What follows belongs to an exercise in optimizing a design on an open flow for small area; a production flow would make more cautious choices.
At most, simulation tests tie the RTL to the original design; equivalence was not proved.
The RTL of runs 5 to 7 was laid out without a check of its function.
Power is estimated from default activity; no workload was simulated.

[flow/design.v]
module		iic_if
(
	input			RSTN,
	input			MCK,
	input			iSCL,
	input			iSDA,
	output			SDO,				 
	input	[ 6:0]	SLAVE,				 
	input	[ 3:0]	SDO_MARGIN,			 
	output	reg		SLAVE_EN,
	input	[31:0]	MDO,
	output	[15:0]	MAD,
	output	[31:0]	MDI,
	output	[31:0]	MBE,
	output			MWE,
	output			MRE
);
	reg				SCL;
	always @(posedge MCK or negedge RSTN) begin
		if(!RSTN)			SCL <= 1'd1;
		else				SCL <= iSCL;
	end
	reg				SDA;
	always @(posedge MCK or negedge RSTN) begin
		if(!RSTN)			SDA <= 1'd0;
		else				SDA <= iSDA;
	end
	reg				SCL_Q;
	always @(posedge MCK or negedge RSTN) begin
		if(!RSTN)			SCL_Q <= 1'd1;
		else				SCL_Q <= SCL;
	end
	reg				SDA_Q;
	always @(posedge MCK or negedge RSTN) begin
		if(!RSTN)			SDA_Q <= 1'd0;
		else				SDA_Q <= SDA;
	end
	wire			SCL_RE = SCL & ~SCL_Q;
	wire			SCL_FE = ~SCL & SCL_Q;
	wire			SDA_RE = SDA & ~SDA_Q;
	wire			SDA_FE = ~SDA & SDA_Q;
	reg				SP_T1;
	always @(posedge MCK or negedge RSTN) begin
		if(!RSTN)		SP_T1 <= 1'd0;
		else if(SDA_FE)	SP_T1 <= SCL;
	end
	reg				SP_T2;
	always @(posedge MCK or negedge RSTN) begin
		if(!RSTN)		SP_T2 <= 1'd0;
		else if(SCL_RE)	SP_T2 <= SP_T1;
	end
	wire			SP = SP_T1 & ~SP_T2;
	reg				EP;
	always @(posedge MCK or negedge RSTN) begin
		if(!RSTN)		EP <= 1'd1;
		else if(SDA_RE)	EP <= SCL;
	end
	wire			SDA_EN = ~EP | SP_T1;
	reg		[ 3:0]	SDA_CNT;
	wire			SDA_CNT_RS = SDA_CNT == 4'h8;
	wire			SDA_CNTE = SDA_CNT == 4'd7;
	always @(posedge MCK or negedge RSTN) begin
		if(!RSTN)			SDA_CNT <= 4'h0;
		else if(SCL_RE) begin
			if(SP | ~SDA_EN | SDA_CNT_RS)	SDA_CNT <= 4'h0;
			else							SDA_CNT <= SDA_CNT + 4'h1;
		end
	end
	reg		[ 2:0]	DCNT;
	always @(posedge MCK or negedge RSTN) begin
		if(!RSTN)			DCNT <= 3'd0;
		else if(SCL_RE) begin
			if(SP)			DCNT <= 3'd0;
			else if(SDA_CNT_RS & (~&DCNT))	DCNT <= DCNT + 3'd1;
		end
	end
	reg		[ 2:0]	RCNT;
	always @(posedge MCK) begin
		if(SCL_RE)			RCNT <= 3'd0;
		else if(~&RCNT)		RCNT <= RCNT + 3'd1;
	end
	wire			ACT = SDA_CNT_RS & (RCNT == 3'd5);
	reg		[ 7:0]	SDA_SFT;
	always @(posedge MCK or negedge RSTN) begin
		if(!RSTN)			SDA_SFT <= 8'hFF;
		else if(SCL_RE & ~SDA_CNTE)	SDA_SFT <= {SDA_SFT[6:0], SDA};
	end
	wire			ID_OK_T = SDA_SFT[7:1] == SLAVE;
	reg				ID_OK_T2;
	wire			SDA_SFT1_CT = SDA_CNTE & (DCNT == 3'd0);
	always @(posedge MCK or negedge RSTN) begin
		if(!RSTN)			ID_OK_T2 <= 1'd0;
		else if(SCL_RE) begin
			if(SDA_SFT1_CT)	ID_OK_T2 <= ID_OK_T;
			else if(SP)		ID_OK_T2 <= 1'd0;
		end
	end
	wire			ID_OK = ID_OK_T2 | (SDA_SFT1_CT & ID_OK_T);
	reg				RW;
	always @(posedge MCK or negedge RSTN) begin
		if(!RSTN)			RW <= 1'd0;
		else if(SCL_RE) begin
			if(SDA_SFT1_CT)	RW <= SDA_SFT[0];
			else if(RW & SDA_CNTE & SDA)	RW <= 1'd0;
		end
	end
	reg				RW_1D;
	always @(posedge MCK or negedge RSTN) begin
		if(!RSTN)			RW_1D <= 1'd0;
		else if(SCL_RE)		RW_1D <= RW;
	end
	reg		[ 7:0]	ADH;
	wire			ADH_CT = SDA_CNTE & ((DCNT == 3'd1) | ((DCNT == 3'd2) & (SP | ~SDA_EN)));
	always @(posedge MCK) begin
		if(SCL_RE & ADH_CT)	ADH <= SDA_SFT;
	end
	wire			ADE = ACT & (DCNT == 3'd2) & ID_OK_T2 & ~RW_1D;
	reg		[15:0]	MAD16;
	always @(posedge MCK or negedge RSTN) begin
		if(!RSTN)			MAD16 <= 16'd0;
		else if(ADE)		MAD16 <= {ADH, SDA_SFT};
	end
	reg		[31:0]	SDA_SFT3;
	wire			SDA_SFT3_CT = SDA_CNTE & (DCNT >= 3'd3) & (~RW);
	always @(posedge MCK or negedge RSTN) begin
		if(!RSTN)			SDA_SFT3 <= 32'd0;
		else if(SCL_RE) begin
			if(~SDA_EN)		SDA_SFT3 <= 32'hFFFFFFFF;
			else if(SDA_SFT3_CT)	SDA_SFT3 <= {SDA_SFT, SDA_SFT3[31:8]};
		end
	end
	wire			WEN = (DCNT == 3'd6) & SDA_CNT_RS & ~RW_1D & ID_OK_T2;
	reg		[ 3:0]	MWE_T1;
	always @(posedge MCK or negedge RSTN) begin
		if(!RSTN)			MWE_T1 <= 4'd0;
		else if(WEN)		MWE_T1 <= {MWE_T1[2:0], 1'd1};
		else if(EP)			MWE_T1 <= {MWE_T1[2:0], 1'd0};
	end
	reg		[ 1:0]	MWE_D;
	always @(posedge MCK or negedge RSTN) begin
		if(!RSTN)			MWE_D <= 2'd0;
		else				MWE_D <= {MWE_D[0], ~MWE_T1[2] & MWE_T1[3]};
	end
	wire			MRE_T = ACT & (DCNT != 3'd0) & RW_1D & ID_OK_T2;
	assign			MRE   = ACT & (DCNT == 3'd0) & RW & ID_OK_T2;
	assign			MAD = 	MAD16;
	assign			MDI = 	{32{~RW}} & SDA_SFT3;
	assign			MBE = 	{32{MWE_D[1]}};
	assign			MWE = 	MWE_D[1];
	reg		[31:0]	MDO32;
	always @(posedge MCK or negedge RSTN) begin
		if(!RSTN)			MDO32 <= 32'd0;
		else if(MRE)		MDO32 <= MDO;
		else if(MRE_T)		MDO32 <= {8'd0,MDO32[31:8]};
	end
	wire			REN_T = RW & (~SDA_CNTE);
	wire			REN = ID_OK & REN_T;
	reg		[ 3:0]	SBIT;
	always @(posedge MCK or negedge RSTN) begin
		if(!RSTN)			SBIT <= 4'd8;
		else if(SCL_FE) begin
			if(SDA_CNT_RS)	SBIT <= 4'd0;
			else if(REN & ~SBIT[3])	SBIT <= SBIT + 4'd1;
		end
	end
	wire			SDO_T = SBIT[3] | MDO32[~SBIT[2:0]];
	wire			ACK_T1 = (~RW) & SDA_EN & SDA_CNTE;
	reg				ACK;
	always @(posedge MCK or negedge RSTN) begin
		if(!RSTN)			ACK <= 1'd0;
		else if(SCL_FE)		ACK <= ACK_T1 & ID_OK;
	end
	reg				REN_NT;
	always @(posedge MCK or negedge RSTN) begin
		if(!RSTN)			REN_NT <= 1'd0;
		else if(SCL_FE)		REN_NT <= REN;
	end
	wire			REN_N = REN_NT & ~EP;
	wire			SDO_T2 = REN_N ? SDO_T : ~ACK;
	reg				SDO_V;
	reg		[ 4:0]	SDO_P;
	always @(posedge MCK or negedge RSTN) begin
		if(!RSTN) begin
			SDO_V <= 1'd1;
			SDO_P <= 5'd0;
		end
		else begin
			SDO_V <= SDO_T2;
			if(SDO_T2 ^ SDO_V)	SDO_P <= {1'b0, SDO_MARGIN} + 5'd3;
			else if(|SDO_P)		SDO_P <= SDO_P - 5'd1;
		end
	end
	assign			SDO = SDO_V ^ (|SDO_P);
	always @(posedge MCK or negedge RSTN) begin
		if(!RSTN)			SLAVE_EN <= 1'd0;
		else if(SCL_FE)		SLAVE_EN <= (REN_T|ACK_T1)&(~ID_OK);
	end
endmodule
[flow/flow/run.sh]
#!/bin/bash
# Standard ORFS layout, with the smallest buffer on each port and a clock tree
# built from small clock buffers without dummy loads.
set -euo pipefail
export BUFFER_PORTS_ARGS="-buffer_cell sky130_fd_sc_hd__buf_1"
export CTS_ARGS="-sink_clustering_enable -repair_clock_nets -dont_use_dummy_load -buf_list sky130_fd_sc_hd__clkbuf_8 -sink_clustering_size 20"
bash standard.sh > standard.log 2>&1
[flow/standard.sh]
#!/bin/bash
# synth_recipe.tcl (not shown) runs the flow's synth.tcl, then flattens the netlist and writes it again
# the make line also repeats each setting of config.mk as NAME=value (left out here)
make -C /OpenROAD-flow-scripts/flow DESIGN_CONFIG=/design/flow/config.mk WORK_HOME=/design/flow/orfs CLKGATE_MAP_FILE= SYNTH_SCRIPT=/design/flow/synth_recipe.tcl "${@:-finish}"
[flow/config.mk]
export PLATFORM = sky130hd
export DESIGN_NAME = iic_if
export DESIGN_NICKNAME = iic_if
export VERILOG_FILES = /design/flow/design.v
export SDC_FILE = /design/flow/constraint.sdc
export NUM_CORES = 4
export LEC_CHECK = 0
export ABC_AREA = 1
export CAP_MARGIN = 20
export CORE_MARGIN = 2
export CORE_UTILIZATION = 40
export SLEW_MARGIN = 20
[flow/constraint.sdc]
create_clock -name core_clock -period 5.0 [get_ports {MCK}]
set_input_delay 1.0000 -clock core_clock [delete_from_list [all_inputs] [get_ports {MCK}]]
set_output_delay 1.0000 -clock core_clock [all_outputs]
set_load 0.01 [all_outputs]
==> flow_summary.yaml, run 1 <==
outcome:
  status: "complete, no violations"
floorplanning:
  io_pins: 131
  die_x_microns: 131.5
  die_h_microns: 131.5
  core-area_sq_um: 15890
  die-area_sq_um: 17300
  start_util_pct: 40.96
  rows: 46
logic_synthesis:
  syn-num-nets: 779
  yosysSeqAreaShare_pct: 52.56
  ys.flop_type: "dfrtp_1"
  synth_area_per_cell_sq_um: 9.074
  async_flop_share_pct: 91.85
  ys_ff_latch: 135
  synth_cell_type_count: 42
  synth-edff-count: 8
  ys_warn_count: 1
  syn_area_sq_um: 6506
  synthCells: 717
critical_path:
  crit_path_start_kind: "register"
  critPathKind: "reg -> out"
  cp_max_fo: 50
  path_cells: "inv_1 > ha_1 > nand2_1 > nor3_1 > nand2_2 > buf_4 > clkinv_1 > buf_1"
  cp_top_family: "buffers and inverters"
  crit_buf_inv: 4
  cpPeakStageDelay_ns: 0.38
  crit_path_end_kind: "output pin"
  worstPathArrival_ns: 2.26
  slowest_stage: "dfrtp_1"
  crit_required_ns: 4.00
clocking:
  cts_tree: "yes"
  worstSkewPairLatency_ns: 0.45
  root_buffer: "clkbuf_8"
  ctsHoldBuffers: 0
  cts_buffers: 17
  clk_pin_slew_ns: 0.07
  post_cts_resize_count: 0
  cts_num_sinks: 135
  cts_max_level: 4
  clock_path_buffers: 2
  post-cts-setup-buffers: 0
global_routing:
  grt_first_pass_wirelength_microns: 21220
  antenna_found_initial: 0
  grt_max_degree: 65
  overflow: 0
  grt_pass1_vias: 4363
  track_usage_pct: 15.24
job:
  cap_viol_max_count: 0
layout:
  areaGrowthSynthToFinish_pct: 10.12
  nNetsFinal: 874
  layout_common_cells: "buf_1, o21ai_0, dfrtp_1"
  final_common_cell: "buf_1"
  drive_gt1_share_pct: 8.025
  nFillCells: 1646
  n_antenna_cell: 0
sta:
  worst_slack_ns: 1.739
  timing.setup.tns_ns: 0
  setup_viol: 0
  hold_viol: 0
  rsz0062_at_grt: "no"
  finClkSkew_ns: 0.03551
  slew_violations: 0
  maxSlewHeadroom_pct: 40.23
  period_minus_slack_ns: 3.261
  finalCritPeriodShare_pct: 65.23
  worstMarginPinSlew_ns: 0.8955
  fmax_mhz: 306.6
  holdWs_ns: 0.3528
place:
  dp_hpwl_microns: 9060
  pre_cts_ws_ns: 2.188
  portBuffers: 130
  routabilityCongestion: 0.8253
route:
  vias: 4802
  wirelength_microns: 12880
  dr.pass1.iters: 5
  drt.antenna.violating_nets: 0
  drt_drc_violations_left: 0
  first_iter_violations: 236
  via_per_inst: 4.680
  drt-wirelength-per-cell_microns: 12.55
power_and_ir_drop:
  p_leak_nw: 3.226
  ir_drop_mv: 0.1826
  power.total_w: 0.002987
  power_density_nw_per_um2: 416.9
hold_path:
  hold_path_class: "reg -> reg"
[flip-flops by register name, summed over array words and instances, names as in the netlist, 5 cells and up]
register,flops
MDO32,32
SDA_SFT3,32
MAD16,16
ADH,8
SDA_SFT,8
SDO_P,5
[where the power goes]
group / switching, W / internal [W] / total, W
Sequential: 0.000148 / 0.00134 / 0.00148
Clock: 0.000347 / 0.000298 / 0.000645
Combinational: 0.000556 / 0.000301 / 0.000857
Total: 0.00105 / 0.00194 / 0.00299
[metrics by stage]
stage	cells	util [%]	instance area, sq um
final	1026	45.10	7164
after global routing	1026	45.10	7164
after CTS	1025	44.87	7128
after detailed placement	1008	43.40	6894
after global placement	1008	43.40	6894
after floorplan	717	-	6506
[cells by family after synthesis]
kind of cell	synth area share (%)
simple gates	13.60
compound gates	14.79
flops	52.56
mux	1.558
buf+inv	12.60
xor+xnor	2.019
fa+ha+maj	2.885
[cell type report]
cell class | count | area [sq um] | share of cell area [%]
clock buffers | 17 | 234.0 | 3.266
inverters | 107 | 401.6 | 5.606
multi-input cells | 415 | 2282 | 31.85
flip-flops and latches | 135 | 3420 | 47.73
well taps | 216 | 270.3 | 3.772
repair buffers | 136 | 556.8 | 7.772
[cell usage after synthesis (7+ instances only)]
master      n  area [sq um]
xor2_1      8         70.07
a21oi_1    11         55.05
o21ai_1     7         35.03
nor2_1     54         202.7
clkbuf_1   12         45.04
dfrtp_1   111          2778
xnor2_1     7         61.31
inv_1     102         382.9
edfxtp_1    8         240.2
buf_2       7         35.03
o211ai_1   24         180.2
nand2_1   106         397.9
dfstp_2    13         341.6
ha_1       15         187.7
buf_4      33         247.7
mux2_2      8         90.09
o21ai_0   120         600.6
nand3_1    23         115.1
buf_6       8         90.09
[metal layers]
metal,global-route usage (%),up-vias,part of all wire (%)
met4,5.435,0,1.1
met1,20.97,2231,48
li1,-,2460,-
met5,0,-,0
met2,23.18,101,47
met3,4.128,10,4.2
[worst register-to-register path: stages (launching register included)]
cell and delay [ns]:
dfstp_2 0.55, inv_1 0.07, nor2_2 0.27, inv_1 0.30
nor4_4 0.76
[path summary, 6_finish.rpt]
kind / start / end / slack, ns / cells past startpoint
worst max register to register: SCL / ADH[0] / 2.67 / 4
min in group asynchronous: RSTN / MAD16[7] / 0.68 / 1
max in group asynchronous: RSTN / SDA_SFT[2] / 3.34 / 2
worst min register to register: MWE_D[0] / MWE_D[1] / 0.35 / 0
worst min-delay path: MWE_D[0] / MWE_D[1] / 0.35 / 0
worst max-delay path: DCNT[0] / MRE / 1.74 / 8
==> run 2: changes to the inputs <==
==> flow/flow/run.sh (replaced) <==
#!/bin/bash
# Standard ORFS layout, with the smallest buffer on each port and a clock tree
# built from small clock buffers without dummy loads.
set -euo pipefail
export BUFFER_PORTS_ARGS="-buffer_cell sky130_fd_sc_hd__buf_1"
export CTS_ARGS="-sink_clustering_enable -repair_clock_nets -dont_use_dummy_load -buf_list sky130_fd_sc_hd__clkbuf_4 -sink_clustering_size 20"
bash standard.sh > standard.log 2>&1
--- a/flow/config.mk
+++ b/flow/config.mk
@@ -8,5 +8,6 @@
 export ABC_AREA = 1
 export CAP_MARGIN = 20
 export CORE_MARGIN = 2
-export CORE_UTILIZATION = 40
+export CORE_UTILIZATION = 65
+export PLACE_DENSITY = 0.75
 export SLEW_MARGIN = 20
==> run 2 against run 1 <==
Net effect: cell area fell by 3.3%; global-route usage grew 9.0 points; core utilization up 26 points; register-to-register slack worse by 0.70 ns; via count increased by 3.1%; hold slack improved by 0.0064 ns; first-iteration DRC count is 4.2% higher; still clean.
==> flow_summary.yaml, run 2 <==
outcome:
  status: "complete, no violations"
layout:
  nNetsFinal: 872
  regArea_sq_um: 3420
  n_antenna_cell: 0
  reg_top3: "MDO32: 32 flops, SDA_SFT3: 32 flops, MAD16: 16 flops"
  layout_common_cells: "buf_1, o21ai_0, dfrtp_1"
  drive_gt1_share_pct: 7.797
  multiInputGateArea_sq_um: 2273
  final_cell_area_sq_um: 6930
  areaGrowthSynthToFinish_pct: 6.519
  final_common_cell: "buf_1"
  nFillCells: 809
logic_synthesis:
  synth.top_cell.area_share_pct: 42.69
  synth-edff-count: 8
  synthCells: 717
  synth_cell_type_count: 42
  async_flop_share_pct: 91.85
  ys_ff_latch: 135
  yosysSeqAreaShare_pct: 52.56
  syn-num-nets: 779
  synth_area_per_cell_sq_um: 9.074
  ys.flop_type: "dfrtp_1"
  syn_area_sq_um: 6506
  ys_warn_count: 1
  yosysMostFrequentCell: "o21ai_0"
  synthTopCellsByArea: "dfrtp_1, o21ai_0, nand2_1"
  synthTopCellsByCount: "o21ai_0, dfrtp_1, nand2_1"
  synth_top_cell_by_area: "dfrtp_1"
clocking:
  cts_buffers: 17
  root_buffer: "clkbuf_4"
  clk_pin_slew_ns: 0.10
  post_cts_resize_count: 0
  ctsHoldBuffers: 0
  cts_num_sinks: 135
  clock_path_buffers: 2
  cts_max_level: 4
  worstSkewPairLatency_ns: 0.52
  post-cts-setup-buffers: 0
  cts_tree: "yes"
floorplanning:
  core-area_sq_um: 9729
  io_pins: 131
  start_util_pct: 66.87
  die-area_sq_um: 10830
  die_h_microns: 104.0
  rows: 36
  die_x_microns: 104.0
route:
  drt_drc_violations_left: 0
  wirelength_microns: 12590
  via_per_inst: 5.259
  drt-wirelength-per-cell_microns: 13.37
  first_iter_violations: 246
  dr.pass1.iters: 5
  vias: 4949
  drt.antenna.violating_nets: 0
place:
  routabilityCongestion: 0.8447
  portBuffers: 130
  pre_cts_ws_ns: 1.445
  placed_area_sq_um: 6775
  dp_hpwl_microns: 8999
global_routing:
  overflow: 0
  antenna_found_initial: 0
  grt_max_degree: 65
  track_usage_pct: 24.21
  grt_first_pass_wirelength_microns: 21130
  grt_pass1_vias: 4646
critical_path:
  cp_top_family: "flip-flops"
  crit_path_start_kind: "register"
  cp_max_fo: 50
  r2r_start: "RW"
  crit_required_ns: 4.00
  path_cells: "inv_2 > nor3_1 > nand2_2 > clkinv_1 > buf_1"
  worstPathArrival_ns: 3.08
  critPathKind: "reg -> out"
  slowest_stage: "dfrtp_1"
  crit_path_end_kind: "output pin"
  crit_buf_inv: 3
  crit_path_start: "RW"
  cpPeakStageDelay_ns: 1.03
sta:
  worstMarginPinSlew_ns: 1.066
  period_minus_slack_ns: 4.079
  maxSlewHeadroom_pct: 28.31
  rsz0062_at_grt: "no"
  finalCritPeriodShare_pct: 81.58
  worst_slack_ns: 0.9209
  slew_violations: 0
  setup_viol: 0
  timing.setup.tns_ns: 0
  hold_viol: 0
  fmax_mhz: 245.2
  finClkSkew_ns: 0.03484
power_and_ir_drop:
  power_density_nw_per_um2: 407.0
  ir_drop_mv: 0.2410
  p_leak_nw: 3.172
  power.total_w: 0.002820
job:
  cap_viol_max_count: 0
hold_path:
  hp-start: "MWE_D[0]"
  hold_path_class: "reg -> reg"
## run 2: per-layer routing
layer  GRT usage [%]  vias up  share of wire, %
met5               0        -                 0
met1           32.38     2342                45
li1                -     2462                 -
met2           39.10      128                49
met3           6.391       17               4.8
met4           7.529        0               1.2
## run 2: cell families after synthesis
family                   after synthesis  synth area share (%)
buffers and inverters                167                 12.60
adder cells (fa/ha/maj)               15                 2.885
AO/OA/AOI/OAI                        172                 14.79
multiplexers                           9                 1.558
XOR/XNOR                              15                 2.019
AND/OR/NAND/NOR                      204                 13.60
flip-flops                           135                 52.56
## run 2: layout make-up
type | count | share of cell area (%)
timing repair buffer | 134 | 7.817
sequential | 135 | 49.34
multi-input combinational | 415 | 32.80
tap | 133 | 2.401
inverter | 107 | 5.795
clock buffer | 17 | 1.841
## run 2: path summary, 6_finish.rpt
check                                    to  slack, ns  cells past startpoint
worst min register to register     MWE_D[1]       0.36                      0
min in group asynchronous       SDA_SFT3[0]       0.42                      1
worst max register to register     MDO32[2]       1.97                      7
max in group asynchronous         MAD16[10]       3.59                      2
worst min-delay path               MWE_D[1]       0.36                      0
worst max-delay path                    MRE       0.92                      5
## run 2: metrics by stage
step                      hold WS [ns]  instances  util (%)
final                           0.3592        941     71.23
after global routing            0.3773        941     71.23
after CTS                       0.3599        940     70.95
after detailed placement        0.3371        923     69.64
after global placement          0.3369        923     69.64
after floorplan                 0.3312        717         -
## run 2: report_power, final
part | switching, W | total [W] | internal (W) | leakage, nW
clock | 0.000319 | 0.000474 | 0.000155 | 0.0782
combinational | 0.000546 | 0.000846 | 0.000299 | 1.54
sequential | 0.000167 | 0.00150 | 0.00133 | 1.55
total | 0.00103 | 0.00282 | 0.00179 | 3.17
==> run 3: changes to the inputs <==
==> flow/flow/run.sh (replaced) <==
#!/bin/bash
# Standard ORFS layout, with the smallest buffer on each port and a clock tree
# built from small clock buffers without dummy loads.
set -euo pipefail
export BUFFER_PORTS_ARGS="-buffer_cell sky130_fd_sc_hd__buf_1"
export CTS_ARGS="-sink_clustering_enable -repair_clock_nets -dont_use_dummy_load -buf_list {sky130_fd_sc_hd__clkbuf_2 sky130_fd_sc_hd__clkbuf_4 sky130_fd_sc_hd__clkbuf_8} -sink_clustering_size 20"
bash standard.sh > standard.log 2>&1
--- a/flow/config.mk
+++ b/flow/config.mk
@@ -8,6 +8,5 @@
 export ABC_AREA = 1
 export CAP_MARGIN = 20
 export CORE_MARGIN = 2
-export CORE_UTILIZATION = 65
-export PLACE_DENSITY = 0.75
+export CORE_UTILIZATION = 40
 export SLEW_MARGIN = 20
==> run 3 against run 2 <==
Net effect: clock power grew 36%; critical path type unchanged; setup slack gained 0.82 ns; sequential cell count is the same; largest cell class unchanged; global-route usage shrank 9.0 points; highest routed layer unchanged; clock skew grew 0.00067 ns; synthesized cell count is the same; maximum frequency grew 25%; largest power group unchanged.
==> flow_summary.yaml, run 3 <==
logic_synthesis:
  synth-edff-count: 8
  synthSimpleGateAreaFrac_pct: 13.60
  synthCells: 717
  syn_area_sq_um: 6506
  ys_ff_latch: 135
  synthTopCellsByCount: "o21ai_0, dfrtp_1, nand2_1"
  synth_area_per_cell_sq_um: 9.074
  synth-adder-area-share_pct: 2.885
  syn-num-nets: 779
  synth_cell_type_count: 42
  ys.flop_type: "dfrtp_1"
  synth_top_family_by_area: "compound AO/OA/AOI/OAI gates"
  synthTopCellsByArea: "dfrtp_1, o21ai_0, nand2_1"
  yosysSeqAreaShare_pct: 52.56
  synth_compound_area_share_pct: 14.79
  synth_xor_area_share_pct: 2.019
  synth_top_cell_by_area: "dfrtp_1"
  synth.top_cell.area_share_pct: 42.69
  yosysMostFrequentCell: "o21ai_0"
  async_flop_share_pct: 91.85
  muxShareOfSynthArea_pct: 1.558
  ys_warn_count: 1
clocking:
  post_cts_resize_count: 0
  cts_buffers: 17
  worstSkewPairLatency_ns: 0.45
  cts_tree: "yes"
  cts_num_sinks: 135
  clock_path_buffers: 2
  ctsHoldBuffers: 0
  post-cts-setup-buffers: 0
  clk_pin_slew_ns: 0.07
  root_buffer: "clkbuf_8"
  cts_max_level: 4
job:
  cap_viol_max_count: 0
sta:
  finalCritPeriodShare_pct: 65.23
  slew_violations: 0
  setup_viol: 0
  worstMarginPinSlew_ns: 0.8955
  rsz0062_at_grt: "no"
  hold_viol: 0
  finClkSkew_ns: 0.03551
  maxSlewHeadroom_pct: 40.23
  period_minus_slack_ns: 3.261
  fmax_mhz: 306.6
  holdWs_ns: 0.3528
  timing.setup.tns_ns: 0
  worst_slack_ns: 1.739
route:
  via_per_inst: 4.680
  vias: 4802
  drt.antenna.violating_nets: 0
  dr.pass1.iters: 5
  wirelength_microns: 12880
  drt_drc_violations_left: 0
  drt-wirelength-per-cell_microns: 12.55
  first_iter_violations: 236
layout:
  drive_gt1_share_pct: 8.025
  reg_top3: "MDO32: 32 flops, SDA_SFT3: 32 flops, MAD16: 16 flops"
  layout_common_cells: "buf_1, o21ai_0, dfrtp_1"
  n_antenna_cell: 0
  nNetsFinal: 874
  postLayoutCoreUtil_pct: 45.10
  final_common_cell: "buf_1"
  areaGrowthSynthToFinish_pct: 10.12
critical_path:
  cpPeakStageDelay_ns: 0.38
  crit_required_ns: 4.00
  worstPathArrival_ns: 2.26
  rr_worst_depth: 4
  r2r-end: "ADH[0]"
  cp_max_fo: 50
  r2r_start: "SCL"
  critPathKind: "reg -> out"
  crit_path_start_kind: "register"
  rrSetupSlack_ns: 2.67
  path_cells: "inv_1 > ha_1 > nand2_1 > nor3_1 > nand2_2 > buf_4 > clkinv_1 > buf_1"
  slowest_stage: "dfrtp_1"
  crit_path_end_kind: "output pin"
hold_path:
  hold_path_class: "reg -> reg"
  hold-path-cell-count: 0
  holdPathEnd: "MWE_D[1]"
  hp-start: "MWE_D[0]"
floorplanning:
  core-area_sq_um: 15890
  die_h_microns: 131.5
  start_util_pct: 40.96
  die_x_microns: 131.5
  io_pins: 131
  die-area_sq_um: 17300
  rows: 46
global_routing:
  grt_pass1_vias: 4363
  antenna_found_initial: 0
  grt_max_degree: 65
  grt_first_pass_wirelength_microns: 21220
  track_usage_pct: 15.24
  overflow: 0
power_and_ir_drop:
  p_leak_nw: 3.226
  power.total_w: 0.002987
  power_density_nw_per_um2: 416.9
  ir_drop_mv: 0.1826
place:
  pre_cts_ws_ns: 2.188
  routabilityCongestion: 0.8253
  dp_hpwl_microns: 9060
  portBuffers: 130
outcome:
  status: "complete, no violations"
[run 3: logic make-up after synthesis]
logic type | count (synthesis)
buffers and inverters | 167
flip-flops | 135
XOR/XNOR | 15
AO/OA/AOI/OAI | 172
multiplexers | 9
AND/OR/NAND/NOR | 204
adder cells (fa/ha/maj) | 15
[run 3: cell type report]
type | count | area (sq um)
fill | 1646 | 8721
sequential | 135 | 3420
multi-input combinational | 415 | 2282
timing repair buffer | 136 | 556.8
inverter | 107 | 401.6
tap | 216 | 270.3
clock buffer | 17 | 234.0
[run 3: metrics by stage]
stage,instance area [sq um],std cells
floorplan,6506,717
global placement,6894,1008
detailed placement,6894,1008
CTS,7128,1025
global route,7164,1026
finish,7164,1026
[run 3: where the power goes]
part           switching, W  total [W]  internal [W]
Clock              0.000347   0.000645      0.000298
Sequential         0.000148    0.00148       0.00134
Combinational      0.000556   0.000857      0.000301
Total               0.00105    0.00299       0.00194
[run 3: worst max-delay path by stage]
stage	cells after the start	from	slack (ns)	end
floorplan	5	SCL	2.60	ADH[0]
global placement	8	DCNT[0]	2.22	MRE
detailed placement	8	DCNT[0]	2.19	MRE
CTS	8	DCNT[0]	1.70	MRE
global route	8	DCNT[0]	1.49	MRE
finish	8	DCNT[0]	1.74	MRE
[run 3: routing by layer]
layer | global-route usage [%] | part of all wire [%]
met1 | 20.97 | 48
met2 | 23.18 | 47
met3 | 4.128 | 4.2
met4 | 5.435 | 1.1
met5 | 0 | 0
[run 3: critical path, delay by kind of cell (launching register included)]
kind	cells	cell delay (ns)
adders and majority gates	1	0.20
buffers and inverters	4	0.99
DFF	1	0.38
and+or+nand+nor	3	0.25
==> run 4: changes to the inputs <==
==> flow/run.sh (new file) <==
#!/bin/bash
# synth_recipe.tcl (not shown) runs the flow's synth.tcl, then flattens the netlist and writes it again
# the make line also repeats each setting of config.mk as NAME=value (left out here)
make -C /OpenROAD-flow-scripts/flow DESIGN_CONFIG=/design/flow/config.mk WORK_HOME=/design/flow/orfs CLKGATE_MAP_FILE= SYNTH_SCRIPT=/design/flow/synth_recipe.tcl finish
--- a/flow/config.mk
+++ b/flow/config.mk
@@ -5,7 +5,6 @@
 export SDC_FILE = /design/flow/constraint.sdc
 export NUM_CORES = 4
 export LEC_CHECK = 0
-export ABC_AREA = 1
 export CAP_MARGIN = 20
 export CORE_MARGIN = 2
 export CORE_UTILIZATION = 40
removed: flow/flow/run.sh
removed: flow/standard.sh
==> run 4 against run 3 <==
Net effect: combinational power up 19%; power up 27%; count of clock-buffer cells in the layout increased by 6; cell area increased by 19%; die area is 2.7% higher; sequential power up 3%; via count rose by 4.6%; global-route usage grew 2.7 points; maximum frequency is 11% lower; final cell count decreased by 2.5%.
==> flow_summary.yaml, run 4 <==
outcome:
  status: "complete, no violations"
sta:
  period_minus_slack_ns: 3.668
  holdWs_ns: 0.3452
  rsz0062_at_grt: "no"
  fmax_mhz: 272.6
  finClkSkew_ns: 0.007784
  finalCritPeriodShare_pct: 73.36
  timing.setup.tns_ns: 0
  hold_viol: 0
  maxSlewHeadroom_pct: 29.32
  setup_viol: 0
  worst_slack_ns: 1.332
  slew_violations: 0
  worstMarginPinSlew_ns: 1.058
clocking:
  cts_buffers: 17
  cts_num_sinks: 135
  worstSkewPairLatency_ns: 0.42
  cts_max_level: 4
  root_buffer: "clkbuf_16"
  clock_path_buffers: 2
  clk_pin_slew_ns: 0.05
  post_cts_resize_count: 0
  post-cts-setup-buffers: 0
  cts_tree: "yes"
  ctsHoldBuffers: 0
route:
  drt.antenna.violating_nets: 0
  drt-wirelength-per-cell_microns: 15.16
  drt_drc_violations_left: 0
  dr.pass1.iters: 4
  wirelength_microns: 15160
  vias: 5023
  via_per_inst: 5.023
  first_iter_violations: 243
logic_synthesis:
  synth-adder-area-share_pct: 2.807
  synthTopCellsByArea: "dfrtp_1, dfstp_2, mux2_2"
  syn_area_sq_um: 6685
  synth-edff-count: 8
  synthCells: 678
  synth_top_family_by_area: "simple AND/OR/NAND/NOR gates"
  yosysSeqAreaShare_pct: 51.15
  synth.top_cell.area_share_pct: 41.55
  ys_warn_count: 1
  yosysMostFrequentCell: "dfrtp_1"
  synth_xor_area_share_pct: 1.703
  synth_area_per_cell_sq_um: 9.860
  synth_cell_type_count: 58
  muxShareOfSynthArea_pct: 7.075
  synth_compound_area_share_pct: 11.92
  synthSimpleGateAreaFrac_pct: 18.10
  synth_top_cell_by_area: "dfrtp_1"
  synthTopCellsByCount: "dfrtp_1, nand2_1, nor2_1"
  syn-num-nets: 740
  ys.flop_type: "dfrtp_1"
  async_flop_share_pct: 91.85
  ys_ff_latch: 135
place:
  portBuffers: 130
  routabilityCongestion: 0.8233
  dp_hpwl_microns: 10280
  pre_cts_ws_ns: 1.780
floorplanning:
  core-area_sq_um: 16470
  die_h_microns: 133.3
  start_util_pct: 40.60
  rows: 47
  die-area_sq_um: 17760
  io_pins: 131
  die_x_microns: 133.3
critical_path:
  crit_required_ns: 4.00
  crit_path_start_kind: "register"
  rrSetupSlack_ns: 2.54
  crit_path_end_kind: "output pin"
  slowest_stage: "clkdlybuf4s50_1"
  path_common_cell: "buf_4"
  worstPathArrival_ns: 2.67
  crit_buf_inv: 4
  cp_max_fo: 33
  path_cells: "inv_1 > ha_1 > and2b_2 > nand3_1 > buf_4 > nor2_2 > buf_4 > clkdlybuf4s50_1"
  cp_top_family: "buffers and inverters"
  cpPeakStageDelay_ns: 0.61
  critPathKind: "reg -> out"
global_routing:
  grt_pass1_vias: 5028
  grt_max_degree: 65
  track_usage_pct: 17.91
  antenna_found_initial: 0
  grt_first_pass_wirelength_microns: 25450
  overflow: 0
layout:
  layout_common_cells: "clkdlybuf4s50_1, dfrtp_1, nand2_1"
  nFillCells: 1481
  nNetsFinal: 829
  areaGrowthSynthToFinish_pct: 27.38
  reg_top3: "MDO32: 32 flops, SDA_SFT3: 32 flops, MAD16: 16 flops"
  regArea_sq_um: 3420
  drive_gt1_share_pct: 11.92
  multiInputGateArea_sq_um: 2816
  n_antenna_cell: 0
  final_common_cell: "clkdlybuf4s50_1"
power_and_ir_drop:
  ir_drop_mv: 0.2986
  power_density_nw_per_um2: 444.9
  p_leak_nw: 3.660
job:
  cap_viol_max_count: 0
hold_path:
  hold_path_class: "reg -> reg"
-- run 4: path summary, 6_finish.rpt --
| check | start | endpoint | cells past startpoint |
|---|---|---|---|
| worst min-delay path | MWE_D[0] | MWE_D[1] | 0 |
| min in group asynchronous | RSTN | MAD16[6] | 1 |
| max in group asynchronous | RSTN | MDO32[16] | 2 |
| worst max-delay path | DCNT[0] | MRE | 8 |
| worst min register to register | MWE_D[0] | MWE_D[1] | 0 |
| worst max register to register | EP | ADH[7] | 4 |
-- run 4: layout make-up --
| class | count | area share, % |
|---|---|---|
| Clock buffer | 23 | 5.378 |
| Sequential cell | 135 | 40.16 |
| Tap cell | 220 | 3.232 |
| Inverter | 15 | 0.6612 |
| Timing Repair Buffer | 138 | 16.00 |
| Multi-Input combinational cell | 460 | 33.07 |
| Clock inverter | 9 | 1.499 |
-- run 4: metal layers --
| layer | GRT usage (%) | wire [microns] | vias up |
|---|---|---|---|
| met4 | 6.915 | 274 | 0 |
| met5 | 0 | 0 | - |
| met1 | 23.64 | 7110 | 2412 |
| met2 | 28.55 | 7084 | 127 |
| li1 | - | - | 2463 |
| met3 | 4.452 | 687 | 21 |
-- run 4: cell families (layout without fill, tap and decap cells) --
kind of cell    Yosys count  in the layout
fa+ha+maj                15             15
xor+xnor                 13             13
compound gates          139            139
buf+inv                  83            185
flops                   135            135
simple gates            250            250
mux                      43             43
-- run 4: where the power goes --
group          internal (W)  switching, W
combinational      0.000550      0.000472
clock              0.000794      0.000454
sequential          0.00133      0.000188
-- run 4: stage by stage --
step,instance area (sq um),utilization (%),total power [W],std cells
floorplan,6685,-,0.002048,678
detailed placement,7904,48.00,0.002551,967
global route,8516,51.72,0.004017,1000
global placement,7904,48.00,0.002530,967
CTS,8489,51.56,0.003828,999
finish,8516,51.72,0.003789,1000
==> run 5: changes to the inputs <==
--- a/flow/design.v
+++ b/flow/design.v
@@ -75,11 +75,15 @@
 		end
 	end
 	reg		[ 2:0]	RCNT;
+	reg				RCNT_SCL;
 	always @(posedge MCK) begin
-		if(SCL_RE)			RCNT <= 3'd0;
+		if(SCL_RE | SDA_RE)	RCNT <= 3'd0;
 		else if(~&RCNT)		RCNT <= RCNT + 3'd1;
-	end
-	wire			ACT = SDA_CNT_RS & (RCNT == 3'd5);
+		if(SCL_RE)			RCNT_SCL <= 1'd1;
+		else if(SDA_RE)		RCNT_SCL <= 1'd0;
+	end
+	wire			RCNT5 = RCNT == 3'd5;
+	wire			ACT = SDA_CNT_RS & RCNT_SCL & RCNT5;
 	reg		[ 7:0]	SDA_SFT;
 	always @(posedge MCK or negedge RSTN) begin
 		if(!RSTN)			SDA_SFT <= 8'hFF;
@@ -130,28 +134,28 @@
 		end
 	end
 	wire			WEN = (DCNT == 3'd6) & SDA_CNT_RS & ~RW_1D & ID_OK_T2;
-	reg		[ 3:0]	MWE_T1;
-	always @(posedge MCK or negedge RSTN) begin
-		if(!RSTN)			MWE_T1 <= 4'd0;
-		else if(WEN)		MWE_T1 <= {MWE_T1[2:0], 1'd1};
-		else if(EP)			MWE_T1 <= {MWE_T1[2:0], 1'd0};
-	end
-	reg		[ 1:0]	MWE_D;
-	always @(posedge MCK or negedge RSTN) begin
-		if(!RSTN)			MWE_D <= 2'd0;
-		else				MWE_D <= {MWE_D[0], ~MWE_T1[2] & MWE_T1[3]};
+	reg				WARM;
+	wire			MWE_T = WARM & ~WEN & EP & RCNT5;
+	always @(posedge MCK or negedge RSTN) begin
+		if(!RSTN)			WARM <= 1'd0;
+		else if(WEN)		WARM <= 1'd1;
+		else if(MWE_T)		WARM <= 1'd0;
 	end
 	wire			MRE_T = ACT & (DCNT != 3'd0) & RW_1D & ID_OK_T2;
 	assign			MRE   = ACT & (DCNT == 3'd0) & RW & ID_OK_T2;
 	assign			MAD = 	MAD16;
 	assign			MDI = 	{32{~RW}} & SDA_SFT3;
-	assign			MBE = 	{32{MWE_D[1]}};
-	assign			MWE = 	MWE_D[1];
+	assign			MBE = 	{32{MWE_T}};
+	assign			MWE = 	MWE_T;
 	reg		[31:0]	MDO32;
-	always @(posedge MCK or negedge RSTN) begin
-		if(!RSTN)			MDO32 <= 32'd0;
-		else if(MRE)		MDO32 <= MDO;
+	always @(posedge MCK) begin
+		if(MRE)				MDO32 <= MDO;
 		else if(MRE_T)		MDO32 <= {8'd0,MDO32[31:8]};
+	end
+	reg				MDO_OK;
+	always @(posedge MCK or negedge RSTN) begin
+		if(!RSTN)			MDO_OK <= 1'd0;
+		else if(MRE)		MDO_OK <= 1'd1;
 	end
 	wire			REN_T = RW & (~SDA_CNTE);
 	wire			REN = ID_OK & REN_T;
@@ -163,7 +167,7 @@
 			else if(REN & ~SBIT[3])	SBIT <= SBIT + 4'd1;
 		end
 	end
-	wire			SDO_T = SBIT[3] | MDO32[~SBIT[2:0]];
+	wire			SDO_T = SBIT[3] | (MDO_OK & MDO32[~SBIT[2:0]]);
 	wire			ACK_T1 = (~RW) & SDA_EN & SDA_CNTE;
 	reg				ACK;
 	always @(posedge MCK or negedge RSTN) begin
==> flow/flow/run.sh (new file) <==
#!/bin/bash
# Standard ORFS layout, with the smallest buffer on each port and a clock tree
# built from small clock buffers without dummy loads.
set -euo pipefail
export BUFFER_PORTS_ARGS="-buffer_cell sky130_fd_sc_hd__buf_1"
export CTS_ARGS="-sink_clustering_enable -repair_clock_nets -dont_use_dummy_load -buf_list sky130_fd_sc_hd__clkbuf_4 -sink_clustering_size 20"
bash standard.sh > standard.log 2>&1
==> flow/standard.sh (new file) <==
#!/bin/bash
# synth_recipe.tcl (not shown) runs the flow's synth.tcl, then flattens the netlist and writes it again
# the make line also repeats each setting of config.mk as NAME=value (left out here)
make -C /OpenROAD-flow-scripts/flow DESIGN_CONFIG=/design/flow/config.mk WORK_HOME=/design/flow/orfs CLKGATE_MAP_FILE= SYNTH_SCRIPT=/design/flow/synth_recipe.tcl "${@:-finish}"
--- a/flow/config.mk
+++ b/flow/config.mk
@@ -5,7 +5,9 @@
 export SDC_FILE = /design/flow/constraint.sdc
 export NUM_CORES = 4
 export LEC_CHECK = 0
+export ABC_AREA = 1
 export CAP_MARGIN = 20
 export CORE_MARGIN = 2
-export CORE_UTILIZATION = 40
+export CORE_UTILIZATION = 65
+export PLACE_DENSITY = 0.75
 export SLEW_MARGIN = 20
removed: flow/run.sh
==> run 5 against run 4 <==
Net effect: count of clock-buffer cells in the layout shrank 6; synthesized area shrank 5.1%; combinational power shrank 44%; non-clock buffer count shrank 3; cell area shrank 19%; synthesized cell count grew 1.9%; clock skew grew 0.020 ns; critical endpoint unchanged.
==> flow_summary.yaml, run 5 <==
outcome:
  status: "complete, no violations"
place:
  dp_hpwl_microns: 8261
  portBuffers: 130
  routabilityCongestion: 0.8647
  placed_area_sq_um: 6700
clocking:
  post-cts-setup-buffers: 0
  clock_path_buffers: 2
  clk_pin_slew_ns: 0.10
  worstSkewPairLatency_ns: 0.51
  ctsHoldBuffers: 0
  root_buffer: "clkbuf_4"
  cts_tree: "yes"
  cts_num_sinks: 132
  cts_max_level: 4
  cts_buffers: 17
  post_cts_resize_count: 0
logic_synthesis:
  synth_compound_area_share_pct: 9.030
  async_flop_share_pct: 66.67
  synthTopCellsByArea: "dfrtp_1, edfxtp_1, nand2_1"
  syn_area_sq_um: 6346
  synth.top_cell.area_share_pct: 29.57
  synth_cell_type_count: 43
  synthCells: 691
  syn-num-nets: 753
  synth-adder-area-share_pct: 2.957
  synth_xor_area_share_pct: 2.070
  yosysSeqAreaShare_pct: 55.15
  synth_top_cell_by_area: "dfrtp_1"
  synth_top_family_by_area: "simple AND/OR/NAND/NOR gates"
  synth_area_per_cell_sq_um: 9.184
  yosysMostFrequentCell: "nand2_1"
  synthTopCellsByCount: "nand2_1, inv_1, o21ai_0"
  ys_ff_latch: 132
  muxShareOfSynthArea_pct: 2.110
  ys.flop_type: "dfrtp_1"
  synth-edff-count: 40
  synthSimpleGateAreaFrac_pct: 17.84
  ys_warn_count: 1
layout:
  areaGrowthSynthToFinish_pct: 8.103
  n_antenna_cell: 0
  nNetsFinal: 853
  layout_common_cells: "nand2_1, buf_1, inv_1"
  final_common_cell: "nand2_1"
  final_cell_area_sq_um: 6860
  postLayoutCoreUtil_pct: 71.17
  drive_gt1_share_pct: 8.745
  reg_top3: "MDO32: 32 flops, SDA_SFT3: 32 flops, MAD16: 16 flops"
sta:
  period_minus_slack_ns: 3.699
  fmax_mhz: 270.4
  holdWs_ns: 0.3811
  rsz0062_at_grt: "no"
  finClkSkew_ns: 0.02826
  worstMarginPinSlew_ns: 0.6327
  timing.setup.tns_ns: 0
  setup_viol: 0
  slew_violations: 0
  maxSlewHeadroom_pct: 57.76
  finalCritPeriodShare_pct: 73.98
  hold_viol: 0
route:
  via_per_inst: 5.114
  drt-wirelength-per-cell_microns: 12.68
  vias: 4715
  first_iter_violations: 171
  drt.antenna.violating_nets: 0
  drt_drc_violations_left: 0
  dr.pass1.iters: 5
  wirelength_microns: 11700
power_and_ir_drop:
  p_leak_nw: 3.155
  power.total_w: 0.002425
  ir_drop_mv: 0.1828
  power_density_nw_per_um2: 353.5
critical_path:
  r2r-end: "MDO32[16]"
  worstPathArrival_ns: 2.70
  cp_max_fo: 33
  crit_path_end_kind: "output pin"
  cpPeakStageDelay_ns: 0.47
  crit_path_start_kind: "register"
  critPathKind: "reg -> out"
  path_cells: "inv_1 > ha_1 > nand2_1 > nor2_4 > nand4_2 > inv_2 > nand2_2 > inv_2 > buf_1"
  rrSetupSlack_ns: 2.01
  r2r_start: "SDA_CNT[0]"
  crit_buf_inv: 4
  rr_worst_depth: 10
  crit_required_ns: 4.00
  slowest_stage: "inv_2"
  path_common_cell: "inv_2"
  cp_top_family: "buffers and inverters"
global_routing:
  overflow: 0
  grt_first_pass_wirelength_microns: 19190
  grt_pass1_vias: 4271
  antenna_found_initial: 0
  grt_max_degree: 65
  track_usage_pct: 23.51
floorplanning:
  io_pins: 131
  die_h_microns: 102.8
  die_x_microns: 102.8
  start_util_pct: 65.84
  rows: 36
  die-area_sq_um: 10570
  core-area_sq_um: 9639
hold_path:
  hold_path_class: "reg -> reg"
  hp-start: "SCL"
  hold-path-cell-count: 0
  holdPathEnd: "SCL_Q"
job:
  cap_viol_max_count: 0
run 5: worst register-to-register path, cell delays in order, from the launching register on:
cell and delay [ns]:
dfrtp_1 0.41, inv_1 0.10, ha_1 0.15, nand2_1 0.08, nor2_4 0.19, nand4_2 0.11, inv_2 0.12, nand2_2 0.34
inv_2 0.48, a41oi_1 0.11, inv_2 0.50
run 5: metrics by stage:
stage          setup WS [ns]  cells
2_1_floorplan          1.670    691
5_1_grt                1.056    922
3_5_place_dp           1.672    904
3_3_place_gp           1.773    904
4_1_cts                1.281    921
6_report               1.301    922
run 5: worst max-delay path by stage:
stage	startpoint	to	slack, ns	cells after the start
CTS	SDA_CNT[0]	MRE	1.28	9
floorplan	SDA_CNT[0]	MBE[0]	1.67	8
global route	SDA_CNT[0]	MRE	1.06	9
finish	SDA_CNT[0]	MRE	1.30	9
global placement	SDA_CNT[0]	MDO32[26]	1.77	10
detailed placement	SDA_CNT[0]	MDO32[26]	1.67	10
run 5: cells by family after synthesis:
family                     Yosys count
AOI/OAI and AO/OA                  108
xor gates and xnor gates            15
adders and majority gates           15
buffers and inverters              147
DFF                                132
muxes                               10
and+or+nand+nor                    264
run 5: layout make-up:
type,instances,area [sq um]
Fill cell,764,2779
Inverter,93,349.1
Clock buffer,17,127.6
Timing Repair Buffer,135,549.3
Sequential cell,132,3500
Tap cell,133,166.4
Multi-Input combinational cell,412,2168
run 5: per-layer routing:
metal | vias to the layer above | part of all wire [%] | GRT usage (%)
li1 | 2362 | - | -
met1 | 2194 | 44 | 30.16
met2 | 146 | 50 | 39.52
met3 | 13 | 4.8 | 5.288
met4 | 0 | 1.1 | 8.704
met5 | - | 0 | 0
run 5: power by group:
group          total (W)  leakage (nW)  internal, W  switching, W
combinational   0.000576          1.55     0.000208      0.000368
sequential       0.00139          1.53      0.00128      0.000104
clock           0.000463        0.0782     0.000155      0.000307
==> run 6: changes to the inputs <==
--- a/flow/config.mk
+++ b/flow/config.mk
@@ -8,6 +8,6 @@
 export ABC_AREA = 1
 export CAP_MARGIN = 20
 export CORE_MARGIN = 2
-export CORE_UTILIZATION = 65
-export PLACE_DENSITY = 0.75
+export CORE_UTILIZATION = 80
+export PLACE_DENSITY = 0.9
 export SLEW_MARGIN = 20
==> run 6 against run 5 <==
Net effect: synthesized cell count did not move; combinational power up 3.8%; clock power rose by 1%; setup slack better by 0.0013 ns; die area decreased by 18%; synthesized area unchanged.
==> flow_summary.yaml, run 6 <==
logic_synthesis:
  synthCells: 691
  synth_area_per_cell_sq_um: 9.184
  synth-edff-count: 40
  async_flop_share_pct: 66.67
  synth_top_family_by_area: "simple AND/OR/NAND/NOR gates"
  synth_compound_area_share_pct: 9.030
  yosysSeqAreaShare_pct: 55.15
  synth-adder-area-share_pct: 2.957
  syn-num-nets: 753
  ys.flop_type: "dfrtp_1"
  synthTopCellsByCount: "nand2_1, inv_1, o21ai_0"
  ys_ff_latch: 132
  muxShareOfSynthArea_pct: 2.110
  synthTopCellsByArea: "dfrtp_1, edfxtp_1, nand2_1"
  synth_xor_area_share_pct: 2.070
  yosysMostFrequentCell: "nand2_1"
  synth_top_cell_by_area: "dfrtp_1"
  synthSimpleGateAreaFrac_pct: 17.84
  synth_cell_type_count: 43
  syn_area_sq_um: 6346
  ys_warn_count: 1
  synth.top_cell.area_share_pct: 29.57
clocking:
  cts_buffers: 17
  root_buffer: "clkbuf_4"
  ctsHoldBuffers: 0
  cts_tree: "yes"
  post-cts-setup-buffers: 0
  post_cts_resize_count: 0
  cts_num_sinks: 132
  cts_max_level: 4
  clock_path_buffers: 2
  clk_pin_slew_ns: 0.08
  worstSkewPairLatency_ns: 0.52
power_and_ir_drop:
  ir_drop_mv: 0.2723
  power_density_nw_per_um2: 360.4
  p_leak_nw: 3.155
layout:
  areaGrowthSynthToFinish_pct: 7.413
  nNetsFinal: 853
  postLayoutCoreUtil_pct: 88.67
  n_antenna_cell: 0
  final_common_cell: "nand2_1"
  layout_common_cells: "nand2_1, buf_1, inv_1"
  drive_gt1_share_pct: 8.745
  reg_top3: "MDO32: 32 flops, SDA_SFT3: 32 flops, MAD16: 16 flops"
sta:
  hold_viol: 0
  slew_violations: 0
  finalCritPeriodShare_pct: 73.95
  fmax_mhz: 270.4
  maxSlewHeadroom_pct: 35.29
  timing.setup.tns_ns: 0
  rsz0062_at_grt: "no"
  worstMarginPinSlew_ns: 0.9696
  period_minus_slack_ns: 3.698
  setup_viol: 0
  finClkSkew_ns: 0.04362
route:
  dr.pass1.iters: 7
  vias: 5034
  drt_drc_violations_left: 0
  drt-wirelength-per-cell_microns: 15.10
  drt.antenna.violating_nets: 0
  via_per_inst: 5.650
  wirelength_microns: 13460
  first_iter_violations: 433
critical_path:
  crit_path_end_kind: "output pin"
  crit_required_ns: 4.00
  worstPathArrival_ns: 2.70
  critPathKind: "reg -> out"
  crit_path_start_kind: "register"
  cp_max_fo: 33
floorplanning:
  die_x_microns: 93.07
  die_h_microns: 93.07
  core-area_sq_um: 7687
  rows: 32
  die-area_sq_um: 8661
  start_util_pct: 82.55
  io_pins: 131
job:
  cap_viol_max_count: 0
place:
  routabilityCongestion: 0.8241
  portBuffers: 130
  dp_hpwl_microns: 9476
global_routing:
  track_usage_pct: 31.99
  grt_first_pass_wirelength_microns: 21410
  overflow: 0
  grt_pass1_vias: 4769
  grt_max_degree: 65
  antenna_found_initial: 0
outcome:
  status: "complete, no violations"
hold_path:
  hold_path_class: "reg -> reg"
## run 6: cell families (layout without fill, tap and decap cells)
family                   Yosys count  count (layout)
AND/OR/NAND/NOR                  264             264
buffers and inverters            147             245
flip-flops                       132             132
AO/OA/AOI/OAI                    108             108
adder cells (fa/ha/maj)           15              15
XOR/XNOR                          15              15
multiplexers                      10              10
## run 6: power breakdown
part	switching, W	internal, W	leakage, nW
Sequential	0.000106	0.00128	1.53
Combinational	0.000390	0.000208	1.55
Clock	0.000314	0.000155	0.0782
Total	0.000810	0.00165	3.16
## run 6: path summary, 6_finish.rpt
path / depth (start not counted) / from / end / slack [ns]
setup / recovery: 9 / SDA_CNT[0] / MRE / 1.30
hold / removal: 0 / SCL / SCL_Q / 0.39
setup reg to reg: 10 / SDA_CNT[0] / MDO32[2] / 2.00
hold reg to reg: 0 / SCL / SCL_Q / 0.39
max in group asynchronous: 2 / RSTN / SDA_SFT[4] / 3.46
min in group asynchronous: 1 / RSTN / SDA_SFT3[4] / 0.56
## run 6: critical path, cell delays in order (launching register included)
cell     delay (ns)
dfrtp_1        0.40
inv_1          0.11
ha_1           0.16
nand2_1        0.08
nor2_4         0.19
nand4_2        0.11
inv_2          0.13
nand2_2        0.34
inv_2          0.48
buf_1          0.20
## run 6: layer usage
layer  vias to the layer above  wire [microns]  GRT usage, %
met5                         -               0             0
met4                         0             366         14.09
met3                        59             950         6.769
met2                       265            7026         54.95
met1                      2348            5113         39.36
li1                       2362               -             -
## run 6: stage by stage
| step | total power (W) | std cells | instance area (sq um) | hold slack (ns) | setup slack, ns |
|---|---|---|---|---|---|
| 4_1_cts | 0.002450 | 890 | 6789 | 0.3852 | 1.272 |
| 5_1_grt | 0.002588 | 891 | 6817 | 0.3892 | 1.068 |
| 3_5_place_dp | 0.001996 | 873 | 6661 | 0.3809 | 1.633 |
| 3_3_place_gp | 0.001945 | 873 | 6661 | 0.3845 | 1.786 |
| 2_1_floorplan | 0.001774 | 691 | 6346 | 0.3606 | 1.670 |
| 6_report | 0.002457 | 891 | 6817 | 0.3866 | 1.302 |
## run 6: layout make-up
cell class	instances	area [sq um]
clock buffer	17	127.6
fill	390	870.8
inverter	93	349.1
multi-input combinational	412	2163
sequential	132	3500
tap	102	127.6
timing repair buffer	135	549.3
==> run 7: changes to the inputs <==
==> flow/flow/run.sh (replaced) <==
#!/bin/bash
# Standard ORFS layout, with the smallest buffer on each port, a clock tree
# built from small clock buffers without dummy loads, and cells with spare
# slack downsized after placement.
set -euo pipefail
export BUFFER_PORTS_ARGS="-buffer_cell sky130_fd_sc_hd__buf_1"
export CTS_ARGS="-sink_clustering_enable -repair_clock_nets -dont_use_dummy_load -buf_list sky130_fd_sc_hd__clkbuf_4 -sink_clustering_size 20"
export POST_RESIZE_TCL="$PWD/flow/post_resize.tcl"
bash standard.sh > standard.log 2>&1
==> flow/flow/post_resize.tcl (new file) <==
# Downsize cells that have timing slack to spare (run after the placement resize step).
repair_timing -recover_power 100 -verbose
--- a/flow/config.mk
+++ b/flow/config.mk
@@ -8,6 +8,6 @@
 export ABC_AREA = 1
 export CAP_MARGIN = 20
 export CORE_MARGIN = 2
-export CORE_UTILIZATION = 80
-export PLACE_DENSITY = 0.9
+export CORE_UTILIZATION = 65
+export PLACE_DENSITY = 0.75
 export SLEW_MARGIN = 20
==> run 7 against run 6 <==
Net effect: still clean; hold slack got worse by 0.064 ns; cell area rose by 0.15%; power fell by 1.5%; synthesized area did not move; count of clock-buffer cells in the layout unchanged; sequential share of layout area shrank 0.075 points; register-to-register slack worse by 0.69 ns; synthesized cell count unchanged; clock power down 1%; non-clock buffer count grew 2; sequential cell count unchanged; via count shrank 7.4%; highest routed layer unchanged.
==> flow_summary.yaml, run 7 <==
clocking:
  cts_num_sinks: 132
  root_buffer: "clkbuf_4"
  cts_max_level: 4
  post-cts-setup-buffers: 0
  cts_tree: "yes"
  clock_path_buffers: 2
  cts_buffers: 17
  worstSkewPairLatency_ns: 0.50
  clk_pin_slew_ns: 0.11
logic_synthesis:
  syn-num-nets: 753
  yosysMostFrequentCell: "nand2_1"
  synthCells: 691
  syn_area_sq_um: 6346
  synthTopCellsByArea: "dfrtp_1, edfxtp_1, nand2_1"
  synth.top_cell.area_share_pct: 29.57
  async_flop_share_pct: 66.67
  synth_top_cell_by_area: "dfrtp_1"
  synth-edff-count: 40
  ys_warn_count: 1
  synthTopCellsByCount: "nand2_1, inv_1, o21ai_0"
  ys_ff_latch: 132
  yosysSeqAreaShare_pct: 55.15
  synth_area_per_cell_sq_um: 9.184
  ys.flop_type: "dfrtp_1"
  synth_cell_type_count: 43
sta:
  slew_violations: 0
  worstMarginPinSlew_ns: 1.059
  fmax_mhz: 226.7
  holdWs_ns: 0.3227
  finClkSkew_ns: 0.03082
  hold_viol: 0
  setup_viol: 0
  maxSlewHeadroom_pct: 29.26
  rsz0062_at_grt: "no"
  timing.setup.tns_ns: 0
  finalCritPeriodShare_pct: 88.22
  period_minus_slack_ns: 4.411
layout:
  nNetsFinal: 855
  multiInputGateArea_sq_um: 2111
  nFillCells: 786
  reg_top3: "MDO32: 32 flops, SDA_SFT3: 32 flops, MAD16: 16 flops"
  drive_gt1_share_pct: 6.195
  layout_common_cells: "nand2_1, buf_1, o21ai_0"
  n_antenna_cell: 0
  final_common_cell: "nand2_1"
  regArea_sq_um: 3500
  areaGrowthSynthToFinish_pct: 7.571
route:
  via_per_inst: 5.043
  drt_drc_violations_left: 0
  vias: 4660
  drt.antenna.violating_nets: 0
  wirelength_microns: 11870
  dr.pass1.iters: 5
  drt-wirelength-per-cell_microns: 12.85
  first_iter_violations: 194
critical_path:
  crit_path_start_kind: "register"
  cp_max_fo: 33
  crit_required_ns: 4.00
  worstPathArrival_ns: 3.41
  rrSetupSlack_ns: 1.31
  crit_path_end_kind: "output pin"
  critPathKind: "reg -> out"
floorplanning:
  io_pins: 131
  rows: 36
  die_x_microns: 102.8
  start_util_pct: 65.84
  die-area_sq_um: 10570
  core-area_sq_um: 9639
  die_h_microns: 102.8
place:
  dp_hpwl_microns: 8374
  portBuffers: 130
  routabilityCongestion: 0.8647
job:
  cap_viol_max_count: 0
global_routing:
  use_met3_pct: 6.441
  track_usage_pct: 23.51
  grt_max_degree: 65
  antenna_found_initial: 0
  grt_pass1_vias: 4180
  grt.busiest_layer: "met2"
  met1_usage_pct: 30.99
  overflow: 0
  grt_first_pass_wirelength_microns: 19020
  grt_util_met2_pct: 38.71
hold_path:
  hold_path_class: "in -> async"
power_and_ir_drop:
  p_leak_nw: 3.138
  power_density_nw_per_um2: 354.5
  ir_drop_mv: 0.2042
outcome:
  status: "complete, no violations"
## run 7: cell counts after synthesis
Identical to the previous run, type by type.
## run 7: path summary, 6_finish.rpt
check / start / endpoint / depth (start not counted)
worst max register to register: SDA_CNT[0] / MDO32[16] / 10
max in group asynchronous: RSTN / MAD16[14] / 3
worst min-delay path: RSTN / MAD16[4] / 1
min in group core_clock: SCL / SCL_Q / 0
worst max-delay path: SDA_CNT[0] / MRE / 9
worst min register to register: SCL / SCL_Q / 0
## run 7: area by class of cell
cell class	count	area share, %
Clock buffer	17	1.869
Inverter	93	5.169
Multi-Input combinational cell	412	30.92
Sequential cell	132	51.26
Tap cell	133	2.438
Timing Repair Buffer	137	8.339
## run 7: report_power, final
group	internal (W)	switching [W]	total (W)
combinational	0.000206	0.000368	0.000574
sequential	0.00128	0.000103	0.00138
clock	0.000156	0.000308	0.000464
total	0.00164	0.000780	0.00242
## run 7: cell families after synthesis
group	count (synthesis)	synth area share (%)
XOR/XNOR	15	2.070
buffers and inverters	147	10.84
multiplexers	10	2.110
adder cells (fa/ha/maj)	15	2.957
AND/OR/NAND/NOR	264	17.84
flip-flops	132	55.15
AO/OA/AOI/OAI	108	9.030
## run 7: worst max-delay path, stage by stage, from the launching register on
cell and delay (ns):
dfrtp_1 0.43, inv_1 0.13, ha_1 0.16, nand2_1 0.05
nor2_1 0.41, nand4_2 0.12, inv_1 0.14, nand2_1 0.61
clkinvlp_4 0.65, buf_1 0.20
## run 7: metal layers
layer	part of all wire, %	up-vias
met3	4.2	5
li1	-	2359
met4	0.56	0
met1	46	2167
met2	50	129
met5	0	-
## run 7: stage by stage
step	power (W)	utilization [%]	worst slack [ns]	cell area [sq um]	instances
6_report	0.002420	70.82	0.5888	6827	924
4_1_cts	0.002429	69.95	0.3478	6743	921
5_1_grt	0.002587	70.82	0.1411	6827	924
3_5_place_dp	0.001976	68.63	0.7846	6615	904
3_3_place_gp	0.001952	69.51	1.773	6700	904
2_1_floorplan	0.001774	-	1.670	6346	691
## run 7: repair_timing
item,4_1_cts,5_1_grt
gates resized for setup,0,1
hold endpoints to repair,0,0
endpoints found under the setup margin,0,1
hold buffers,0,0
==> run 8: changes to the inputs <==
--- a/flow/design.v
+++ b/flow/design.v
@@ -148,8 +148,9 @@
 	assign			MBE = 	{32{MWE_T}};
 	assign			MWE = 	MWE_T;
 	reg		[31:0]	MDO32;
-	always @(posedge MCK) begin
-		if(MRE)				MDO32 <= MDO;
+	always @(posedge MCK or negedge RSTN) begin
+		if(!RSTN)			MDO32 <= 32'd0;
+		else if(MRE)		MDO32 <= MDO;
 		else if(MRE_T)		MDO32 <= {8'd0,MDO32[31:8]};
 	end
 	reg				MDO_OK;
@@ -167,7 +168,7 @@
 			else if(REN & ~SBIT[3])	SBIT <= SBIT + 4'd1;
 		end
 	end
-	wire			SDO_T = SBIT[3] | (MDO_OK & MDO32[~SBIT[2:0]]);
+	wire			SDO_T = SBIT[3] | MDO32[~SBIT[2:0]];
 	wire			ACK_T1 = (~RW) & SDA_EN & SDA_CNTE;
 	reg				ACK;
 	always @(posedge MCK or negedge RSTN) begin
--- a/flow/config.mk
+++ b/flow/config.mk
@@ -8,6 +8,6 @@
 export ABC_AREA = 1
 export CAP_MARGIN = 20
 export CORE_MARGIN = 2
-export CORE_UTILIZATION = 65
-export PLACE_DENSITY = 0.75
+export CORE_UTILIZATION = 55
+export PLACE_DENSITY = 0.7
 export SLEW_MARGIN = 20
==> run 8 against run 7 <==
Net effect: critical path type unchanged; core utilization down 10 points; via count up 4.9%; cell area decreased by 0.31%; still clean on timing, DRC and antenna; synthesized area down 1.1%.
==> flow_summary.yaml, run 8 <==
outcome:
  status: "complete, no violations"
critical_path:
  crit_path_end_kind: "output pin"
  critPathKind: "reg -> out"
  crit_path_start_kind: "register"
  rr_worst_depth: 5
  cp_max_fo: 43
  worstPathArrival_ns: 2.92
  rrSetupSlack_ns: 1.82
  r2r-end: "MDO32[2]"
  crit_required_ns: 4.00
  crit_path_start: "RW"
  r2r_start: "RW"
route:
  drt-wirelength-per-cell_microns: 13.26
  dr.pass1.iters: 4
  drt.antenna.violating_nets: 0
  via_per_inst: 5.145
  drt_drc_violations_left: 0
  vias: 4888
  first_iter_violations: 255
  wirelength_microns: 12600
logic_synthesis:
  muxShareOfSynthArea_pct: 1.774
  ys.flop_type: "dfrtp_1"
  synth.top_cell.area_share_pct: 42.25
  synth_top_family_by_area: "compound AO/OA/AOI/OAI gates"
  synthSimpleGateAreaFrac_pct: 11.76
  async_flop_share_pct: 90.84
  synth_area_per_cell_sq_um: 8.818
  synthCells: 712
  yosysMostFrequentCell: "dfrtp_1"
  synth-adder-area-share_pct: 2.989
  synth-edff-count: 8
  syn_area_sq_um: 6279
  synthTopCellsByArea: "dfrtp_1, o21ai_0, inv_1"
  synth_top_cell_by_area: "dfrtp_1"
  synth_xor_area_share_pct: 2.232
  syn-num-nets: 774
  ys_ff_latch: 131
  ys_warn_count: 1
  yosysSeqAreaShare_pct: 52.79
  synthTopCellsByCount: "dfrtp_1, inv_1, o21ai_0"
  synth_cell_type_count: 41
  synth_compound_area_share_pct: 16.16
clocking:
  clk_pin_slew_ns: 0.10
  clock_path_buffers: 2
  root_buffer: "clkbuf_4"
  cts_num_sinks: 131
  cts_tree: "yes"
  post-cts-setup-buffers: 0
  ctsHoldBuffers: 0
  cts_max_level: 4
  post_cts_resize_count: 0
  cts_buffers: 17
  worstSkewPairLatency_ns: 0.51
layout:
  nFillCells: 1012
  drive_gt1_share_pct: 5.081
  postLayoutCoreUtil_pct: 60.37
  areaGrowthSynthToFinish_pct: 8.390
  reg_top3: "MDO32: 32 flops, SDA_SFT3: 32 flops, MAD16: 16 flops"
  final_common_cell: "buf_1"
  n_antenna_cell: 0
  layout_common_cells: "buf_1, o21ai_0, inv_1"
  nNetsFinal: 871
floorplanning:
  io_pins: 131
  die_h_microns: 110.8
  die-area_sq_um: 12290
  start_util_pct: 55.70
  rows: 39
  die_x_microns: 110.8
  core-area_sq_um: 11270
hold_path:
  holdPathEnd: "SDA_Q"
  hold_path_class: "reg -> reg"
  hp-start: "SDA"
  hold-path-cell-count: 0
sta:
  timing.setup.tns_ns: 0
  hold_viol: 0
  finClkSkew_ns: 0.03242
  holdWs_ns: 0.3843
  rsz0062_at_grt: "no"
  fmax_mhz: 255.4
  setup_viol: 0
  worstMarginPinSlew_ns: 1.036
  period_minus_slack_ns: 3.915
  maxSlewHeadroom_pct: 30.91
  finalCritPeriodShare_pct: 78.31
  slew_violations: 0
place:
  routabilityCongestion: 0.9090
  dp_hpwl_microns: 8927
  portBuffers: 130
power_and_ir_drop:
  ir_drop_mv: 0.2192
  power.total_w: 0.002461
  power_density_nw_per_um2: 361.6
  p_leak_nw: 3.214
global_routing:
  grt_max_degree: 65
  grt_first_pass_wirelength_microns: 21110
  track_usage_pct: 21.01
  antenna_found_initial: 0
  grt_pass1_vias: 4578
  overflow: 0
job:
  cap_viol_max_count: 0
-- run 8: kinds of logic after synthesis --
logic type                 count (synthesis)
AOI/OAI and AO/OA                        197
xor gates and xnor gates                  16
adders and majority gates                 15
buffers and inverters                    169
DFF                                      131
muxes                                     10
and+or+nand+nor                          174
-- run 8: cell type report --
| cell class | instances | area [sq um] | share of cell area, % |
|---|---|---|---|
| Timing Repair Buffer | 137 | 586.8 | 8.623 |
| Tap cell | 143 | 178.9 | 2.629 |
| Sequential cell | 131 | 3314 | 48.70 |
| Multi-Input combinational cell | 412 | 2185 | 32.10 |
| Inverter | 110 | 412.9 | 6.067 |
| Clock buffer | 17 | 127.6 | 1.875 |
-- run 8: worst max-delay path, cell delays in order, from the launching register on --
cell and delay [ns]:
dfrtp_1 1.03, inv_1 0.26, nor3_1 0.35, nand2_1 0.09, clkbuf_2 0.19, buf_12 0.20
inv_2 0.14, buf_1 0.17
-- run 8: stage by stage --
step	area (sq um)	cells	setup slack (ns)
finish	6805	950	1.085
global placement	6636	930	1.879
CTS	6710	947	0.3620
global route	6805	950	0.7685
detailed placement	6583	930	0.9064
floorplan	6279	712	0.1242
-- run 8: where the power goes --
group | leakage (nW) | switching (W) | internal [W] | total [W]
Combinational | 1.63 | 0.000406 | 0.000226 | 0.000633
Clock | 0.0782 | 0.000310 | 0.000155 | 0.000465
Sequential | 1.50 | 0.000113 | 0.00125 | 0.00136
-- run 8: worst max-delay path by stage --
stage | to | slack (ns) | cells after the start
after floorplan | MBE[0] | 0.12 | 8
after global placement | MRE | 1.88 | 6
after detailed placement | MRE | 0.91 | 6
after CTS | MRE | 0.36 | 6
after global routing | MRE | 0.77 | 7
final | MRE | 1.08 | 7
-- run 8: layer usage --
metal	share of wire, %	routed length, microns	global-route usage, %	vias to the layer above
li1	-	-	-	2451
met1	46	5804	28.70	2295
met2	48	6081	33.91	130
met3	4.5	571	4.811	12
met4	1.1	139	6.250	0
met5	0	0	0	-

separate check: timing with driven ports:
Ports are ideal in the flow. The routed layouts listed here were re-timed in OpenROAD.
Step 1, drivers: a clkbuf_16 drives MCK and a buf_2 each remaining input, both assumed.
Step 2 also shifts input and output timing later by t, the mid clock arrival at the registers, as if the neighbouring blocks saw the same clock.
Three values: no drivers, after step 1, after step 2; two values: the first two.
| run | t (ns) | setup WS [ns] |
|---|---|---|
| run 1 | 0.466 | 1.739 / 1.703 / 2.169 |
| run 2 | 0.532 | 0.921 / 0.890 / 1.422 |
| run 3 | 0.466 | 1.739 / 1.703 / 2.169 |
| run 4 | 0.461 | 1.332 / 1.289 / 1.750 |
| run 5 | 0.528 | 1.301 / 1.269 / 1.797 |
| run 6 | 0.529 | 1.302 / 1.273 / 1.802 |
| run 7 | 0.518 | 0.589 / 0.557 / 1.075 |
| run 8 | 0.520 | 1.085 / 1.053 / 1.574 |
After both steps every run listed still meets setup and hold.
